What follows belongs to an exercise in optimizing a design on an open flow for small area; a production flow would make more cautious choices.
In this exercise RTL edits were held to simulation tests only and were not proved equivalent to the original.
Power figures rest on the tool's default switching activity, not on a simulated workload.

==> v34 <==
Design rob, start of the top module:
module rob(
    input  logic        clk,
    input  logic        rst,
    input  logic        decode,
    input  logic [4:0]  rdaddr,
    input  logic [5:0]  pr,
    input  logic [63:0] current_pc,
    input  logic        exception,
    output logic [4:0]  rd_rob,        
    output logic        full,
    input  logic        reorder,
    input  logic [4:0]  result_rd_tag,
    output logic [5:0]  rob_pr,        
    input  logic        writeback,
    output logic        wb_ready,
    output logic [4:0]  rd_id,
    output logic [5:0]  wb_pr,
    output logic [63:0] wb_pc,
    output logic        wb_exception
    );
==> module rob, before the edit <==
module rob(
    input  logic        clk,
    input  logic        rst,
    input  logic        decode,
    input  logic [4:0]  rdaddr,
    input  logic [5:0]  pr,
    input  logic [63:0] current_pc,
    input  logic        exception,
    output logic [4:0]  rd_rob,        
    output logic        full,
    input  logic        reorder,
    input  logic [4:0]  result_rd_tag,
    output logic [5:0]  rob_pr,        
    input  logic        writeback,
    output logic        wb_ready,
    output logic [4:0]  rd_id,
    output logic [5:0]  wb_pr,
    output logic [63:0] wb_pc,
    output logic        wb_exception
    );
    logic [75:0] rob_data [32];
    logic [31:0] rob_rd_v;             
    logic [4:0]  head, tail;
    logic        full_r;
    logic [31:0] wsel, wsel_n;         
    logic [31:0] last_oh;              
    logic [31:0] ctag_oh;              
    logic empty, do_decode, do_commit;
    logic [4:0]  tail_nx;
    logic        full_nx;
    logic [31:0] head_oh, tail_oh, rtag_oh, wsel_nx;
    always_comb begin
        for (int k = 0; k < 32; k++) begin
            head_oh[k] = (head == k[4:0]);
            tail_oh[k] = (tail == k[4:0]);
            rtag_oh[k] = (result_rd_tag == k[4:0]);
            wsel_nx[k] = (tail_nx == k[4:0]) && !full_nx;
        end
    end
    assign rd_rob    = tail;
    assign full      = full_r;
    assign empty     = (head == tail) && !full_r;
    assign do_decode = decode && !full_r;
    assign do_commit = writeback && !empty && |(rob_rd_v & head_oh);
    always_comb begin
        if (rst) begin
            tail_nx = '0;
            full_nx = 1'b0;
        end else begin
            tail_nx = do_decode ? tail + 5'd1 : tail;
            if (do_decode && !do_commit && (tail + 5'd1 == head)) full_nx = 1'b1;
            else if (do_commit && !do_decode)                     full_nx = 1'b0;
            else                                                  full_nx = full_r;
        end
    end
    always_ff @(posedge clk) begin
        for (int k = 0; k < 32; k++)
            rob_data[k] <= ({76{wsel[k]}}   & {rdaddr, pr, current_pc, exception})
                         | ({76{wsel_n[k]}} & rob_data[k]);
    end
    always_ff @(posedge clk) begin
        tail   <= tail_nx;
        full_r <= full_nx;
        wsel   <= wsel_nx;
        wsel_n <= ~wsel_nx;
        if (rst) begin
            rob_rd_v <= '0;
            head     <= 0;
            wb_ready <= 0;
        end
        else begin
            for (int k = 0; k < 32; k++) begin
                if (do_decode && tail_oh[k]) rob_rd_v[k] <= 1'b0;
                if (reorder && rtag_oh[k])   rob_rd_v[k] <= 1'b1;
                if (do_commit && head_oh[k]) rob_rd_v[k] <= 1'b0;
            end
            if (do_commit) head <= head + 1;
            wb_ready <= do_commit;
        end
    end
    always_ff @(posedge clk) begin
        last_oh <= head_oh;
        ctag_oh <= rtag_oh;
    end
    always_comb begin
        logic [75:0] w;
        logic [5:0]  p;
        w = '0;
        p = '0;
        for (int k = 0; k < 32; k++) begin
            w = w | ({76{last_oh[k]}} & rob_data[k]);
            p = p | ({6{ctag_oh[k]}} & rob_data[k][70:65]);
        end
        {rd_id, wb_pr, wb_pc, wb_exception} = w;
        rob_pr = p;
    end
endmodule
Settings: LEC_CHECK=0, CAP_MARGIN=20, CORE_MARGIN=2, CORE_UTILIZATION=40, SLEW_MARGIN=20; clock period 5.0 ns.
run.sh (not shown) runs the stock make flow with config.mk's settings and CLKGATE_MAP_FILE= SYNTH_SCRIPT=/design/flow/synth_recipe.tcl, a recipe that flattens the netlist after the stock synthesis.
==> v38: changes against v34 <==
--- a/flow/design.v
+++ b/flow/design.v
@@ -20,21 +20,22 @@
     );
     logic [75:0] rob_data [32];
     logic [31:0] rob_rd_v;             
+    logic [32*76-1:0] all_data;
+    logic [32*6-1:0]  pr_data;
     logic [4:0]  head, tail;
     logic        full_r;
     logic [31:0] wsel, wsel_n;         
+    logic [4:0]  ctag;                 
     logic [31:0] last_oh;              
     logic [31:0] ctag_oh;              
     logic empty, do_decode, do_commit;
     logic [4:0]  tail_nx;
     logic        full_nx;
-    logic [31:0] head_oh, tail_oh, rtag_oh, wsel_nx;
+    logic [31:0] head_oh, rtag_oh;
     always_comb begin
         for (int k = 0; k < 32; k++) begin
             head_oh[k] = (head == k[4:0]);
-            tail_oh[k] = (tail == k[4:0]);
             rtag_oh[k] = (result_rd_tag == k[4:0]);
-            wsel_nx[k] = (tail_nx == k[4:0]) && !full_nx;
         end
     end
     assign rd_rob    = tail;
@@ -53,6 +54,13 @@
             else                                                  full_nx = full_r;
         end
     end
+    always_comb
+        for (int k = 0; k < 32; k++) begin
+            all_data[k*76 +: 76] = rob_data[k];
+            pr_data[k*6 +: 6]    = rob_data[k][70:65];
+        end
+    rob_wsel u_wsel (.tail(tail), .full(full_r), .wsel(wsel), .wsel_n(wsel_n));
+    rob_dec  u_ctag (.a(ctag), .oh(ctag_oh));
     always_ff @(posedge clk) begin
         for (int k = 0; k < 32; k++)
             rob_data[k] <= ({76{wsel[k]}}   & {rdaddr, pr, current_pc, exception})
@@ -61,8 +69,6 @@
     always_ff @(posedge clk) begin
         tail   <= tail_nx;
         full_r <= full_nx;
-        wsel   <= wsel_nx;
-        wsel_n <= ~wsel_nx;
         if (rst) begin
             rob_rd_v <= '0;
             head     <= 0;
@@ -70,7 +76,6 @@
         end
         else begin
             for (int k = 0; k < 32; k++) begin
-                if (do_decode && tail_oh[k]) rob_rd_v[k] <= 1'b0;
                 if (reorder && rtag_oh[k])   rob_rd_v[k] <= 1'b1;
                 if (do_commit && head_oh[k]) rob_rd_v[k] <= 1'b0;
             end
@@ -80,18 +85,60 @@
     end
     always_ff @(posedge clk) begin
         last_oh <= head_oh;
-        ctag_oh <= rtag_oh;
+        ctag    <= result_rd_tag;
+    end
+    logic [75:0] w;
+    logic [5:0]  p;
+    rob_rd32 #(.W(76)) u_rd_wb (.sel(last_oh), .data(all_data), .q(w));
+    rob_rd32 #(.W(6))  u_rd_pr (.sel(ctag_oh), .data(pr_data),  .q(p));
+    assign {rd_id, wb_pr, wb_pc, wb_exception} = w;
+    assign rob_pr = p;
+endmodule
+module rob_wsel(
+    input  logic [4:0]  tail,
+    input  logic        full,
+    output logic [31:0] wsel,
+    output logic [31:0] wsel_n
+    );
+    always_comb begin
+        for (int k = 0; k < 32; k++) begin
+            wsel[k]   = (tail == k[4:0]) && !full;
+            wsel_n[k] = !wsel[k];
+        end
+    end
+endmodule
+module rob_dec(
+    input  logic [4:0]  a,
+    output logic [31:0] oh
+    );
+    always_comb
+        for (int k = 0; k < 32; k++) oh[k] = (a == k[4:0]);
+endmodule
+module rob_rd32 #(parameter int W = 76) (
+    input  logic [31:0]  sel,
+    input  logic [32*W-1:0] data,      
+    output logic [W-1:0] q
+    );
+    logic [11*W-1:0] g;                
+    for (genvar j = 0; j < 10; j++) begin : grp
+        for (genvar b = 0; b < W; b++) begin : bit_
+            rob_aoi3 u (.s(sel[3*j +: 3]),
+                        .d({data[(3*j+2)*W + b], data[(3*j+1)*W + b], data[3*j*W + b]}),
+                        .y(g[j*W + b]));
+        end
+    end
+    for (genvar b = 0; b < W; b++) begin : last_
+        assign g[10*W + b] = ~((sel[30] & data[30*W + b]) | (sel[31] & data[31*W + b]));
     end
     always_comb begin
-        logic [75:0] w;
-        logic [5:0]  p;
-        w = '0;
-        p = '0;
-        for (int k = 0; k < 32; k++) begin
-            w = w | ({76{last_oh[k]}} & rob_data[k]);
-            p = p | ({6{ctag_oh[k]}} & rob_data[k][70:65]);
-        end
-        {rd_id, wb_pr, wb_pc, wb_exception} = w;
-        rob_pr = p;
+        q = '0;
+        for (int j = 0; j < 11; j++) q = q | ~g[j*W +: W];
     end
 endmodule
+module rob_aoi3(
+    input  logic [2:0] s,
+    input  logic [2:0] d,
+    output logic       y
+    );
+    assign y = ~|(s & d);
+endmodule
==> flow/flow/run.sh (new file) <==
#!/bin/bash
# Layout flow: the standard ORFS flow (standard.sh, with the standard
# synthesis), changed only in how the layout is built:
#  - the port buffers are buf_1 cells (the default picks a clkdlybuf4s50_1);
#  - clock tree synthesis uses clkbuf_8 cells for sink clusters of up to 16
#    flip-flops within 50 um, and inserts no dummy loads.
# Everything ORFS prints goes to flow_make.log in this folder; each step's
# own log stays under orfs/logs/.
set -euo pipefail
cts="-sink_clustering_enable -repair_clock_nets -dont_use_dummy_load"
cts+=" -buf_list sky130_fd_sc_hd__clkbuf_8"
cts+=" -sink_clustering_size 16 -sink_clustering_max_diameter 50"
bash standard.sh \
    "CTS_ARGS=$cts" \
    "BUFFER_PORTS_ARGS=-buffer_cell sky130_fd_sc_hd__buf_1" \
    finish > flow_make.log 2>&1
==> flow/standard.sh (new file) <==
#!/bin/bash
# synth_recipe.tcl (not shown) runs the flow's synth.tcl, then flattens the netlist and writes it again
# the make line also repeats each setting of config.mk as NAME=value (left out here)
make -C /OpenROAD-flow-scripts/flow DESIGN_CONFIG=/design/flow/config.mk WORK_HOME=/design/flow/orfs CLKGATE_MAP_FILE= SYNTH_SCRIPT=/design/flow/synth_recipe.tcl "${@:-finish}"
- CORE_UTILIZATION: 40 -> 60
- SYNTH_HIERARCHICAL: not set -> 1
- SYNTH_MINIMUM_KEEP_SIZE: not set -> 0
removed: flow/run.sh
==> v31: changes against v34 <==
==> flow/design.v (replaced) <==
module rob(
    input  logic        clk,
    input  logic        rst,
    input  logic        decode,
    input  logic [4:0]  rdaddr,
    input  logic [5:0]  pr,
    input  logic [63:0] current_pc,
    input  logic        exception,
    output logic [4:0]  rd_rob,        
    output logic        full,
    input  logic        reorder,
    input  logic [4:0]  result_rd_tag,
    output logic [5:0]  rob_pr,        
    input  logic        writeback,
    output logic        wb_ready,
    output logic [4:0]  rd_id,
    output logic [5:0]  wb_pr,
    output logic [63:0] wb_pc,
    output logic        wb_exception
    );
    logic [75:0] rob_data [32];
    logic        rob_v    [32];
    logic        rob_rd_v [32];
    logic [4:0] head, tail;
    logic [5:0] count;
    logic do_decode, do_commit;
    assign rd_rob    = tail;
    assign full      = (count == 6'd32);
    assign do_decode = decode && !full;
    assign do_commit = writeback && rob_v[head] && rob_rd_v[head];
    integer i;
    always_ff @(posedge clk) begin
        if(rst)begin
            for(i=0;i<32;i++)begin
                rob_v[i]    <= 1'b0;
                rob_rd_v[i] <= 1'b0;
                rob_data[i] <= '0;
            end
            head     <= 0;
            tail     <= 0;
            count    <= 0;
            wb_ready <= 0;
        end
        else begin
            wb_ready <= 0;
            if(do_decode) begin
                rob_v[tail]    <= 1;
                rob_rd_v[tail] <= 0;
                rob_data[tail] <= {rdaddr, pr, current_pc, exception};
                tail <= tail+1;
            end
            if(reorder) begin
                rob_pr <= rob_data[result_rd_tag][70:65];
                rob_rd_v[result_rd_tag] <= 1;
            end
            if(do_commit) begin
                wb_ready     <= 1;
                {rd_id, wb_pr, wb_pc, wb_exception} <= rob_data[head];
                rob_v[head]    <= 1'b0;
                rob_rd_v[head] <= 1'b0;
                rob_data[head] <= '0;
                head <= head+1;
            end
            count <= count + {5'd0, do_decode} - {5'd0, do_commit};
        end
    end
endmodule
==> v36: changes against v34 <==
- CTS_BUF_LIST: not set -> sky130_fd_sc_hd__clkbuf_8
- CTS_CLUSTER_DIAMETER: not set -> 50
- CTS_CLUSTER_SIZE: not set -> 16
==> results.py <==
metrics = {
    "status": {
        "check-failures": "setup timing",
        "outcome": "failed layout checks",
    },
    "layout": {
        "regArea_mm2": 0.05249,
    },
    "setup_path": {
        "slowest_delay_ns": 0.69,
    },
    "timing": {
        "setup_slack_ns": -0.04915,
        "setup_viol": 1,
    },
    "global_routing": {
        "grt_first_pass_wirelength_um": 631700,
    },
    "yosys": {
        "syn_area_per_cell_um2": 11.27,
    },
    "pwr": {
        "sw_frac_of_total_pct": 27.22,
    },
    "clocking": {
        "numClockSinks": 2604,
    },
}
The numbers above come from v36.

==> results.py <==
metrics = {
    "job": {
        "maxCapViolCount": 0,
    },
    "timing": {
        "setup_slack_ns": 0.2133,
        "setup_viol": 0,
    },
    "yosys": {
        "syn_area_per_cell_um2": 12.01,
    },
    "layout": {
        "regArea_mm2": 0.05043,
    },
    "pwr": {
        "power.switching_mw": 9.021,
        "sw_frac_of_total_pct": 25.27,
    },
    "clocking": {
        "numClockSinks": 2513,
    },
    "global_routing": {
        "grt_first_pass_wirelength_um": 499600,
    },
    "status": {
        "outcome": "timing/DRC/antenna clean",
    },
    "setup_path": {
        "slowest_delay_ns": 0.68,
    },
}
The numbers above come from v38.

==> results.py <==
metrics = {
    "yosys": {
        "syn_area_per_cell_um2": 9.117,
    },
    "clocking": {
        "numClockSinks": 2600,
    },
    "status": {
        "outcome": "timing/DRC/antenna clean",
    },
    "setup_path": {
        "slowest_delay_ns": 0.64,
    },
    "layout": {
        "n_clock_buffer": 436,
        "regArea_mm2": 0.05288,
    },
    "timing": {
        "setup_slack_ns": 0.8865,
    },
    "global_routing": {
        "grt_first_pass_wirelength_um": 702200,
    },
    "pwr": {
        "sw_frac_of_total_pct": 24.20,
    },
}
The numbers above come from v31.

==> results.py <==
metrics = {
    "pwr": {
        "sw_frac_of_total_pct": 24.33,
    },
    "yosys": {
        "syn_area_per_cell_um2": 11.27,
    },
    "status": {
        "outcome": "timing/DRC/antenna clean",
    },
    "clocking": {
        "numClockSinks": 2604,
    },
    "layout": {
        "regArea_mm2": 0.05249,
    },
    "global_routing": {
        "grt_first_pass_wirelength_um": 632700,
    },
}
The numbers above come from v34.

## what the ideal ports hide
How much do the figures lean on ideal ports? The routed layouts below were timed once more, with nothing changed but the port constraints. Step 1, drivers: a clkbuf_16 drives clk and a buf_2 each remaining input, both assumed. Step 2 moves the port delays by t, midway between the first and last clock arrival at a register: inputs arrive t later, outputs are due t later. That takes back most of the time a late clock gives input paths. Slacks: no drivers / after step 1 / after step 2; pairs: no drivers / after step 1.
run | t, ns | slack for setup (ns) | latest minus earliest clock arrival (ns)
v34 | 1.032 | 0.021 / -0.075 / 0.956 | 0.078 / 0.077
v38 | 1.011 | 0.213 / 0.130 / 1.142 | 0.079 / 0.079
v31 | 0.998 | 0.887 / 0.788 / 0.555 | 0.079 / 0.079
v36 | 1.177 | -0.049 / -0.139 / 1.038 | 0.085 / 0.085
For v31, which loses most, drivers alone change the setup slack by -0.099 ns; drivers and shift together by -0.332 ns.
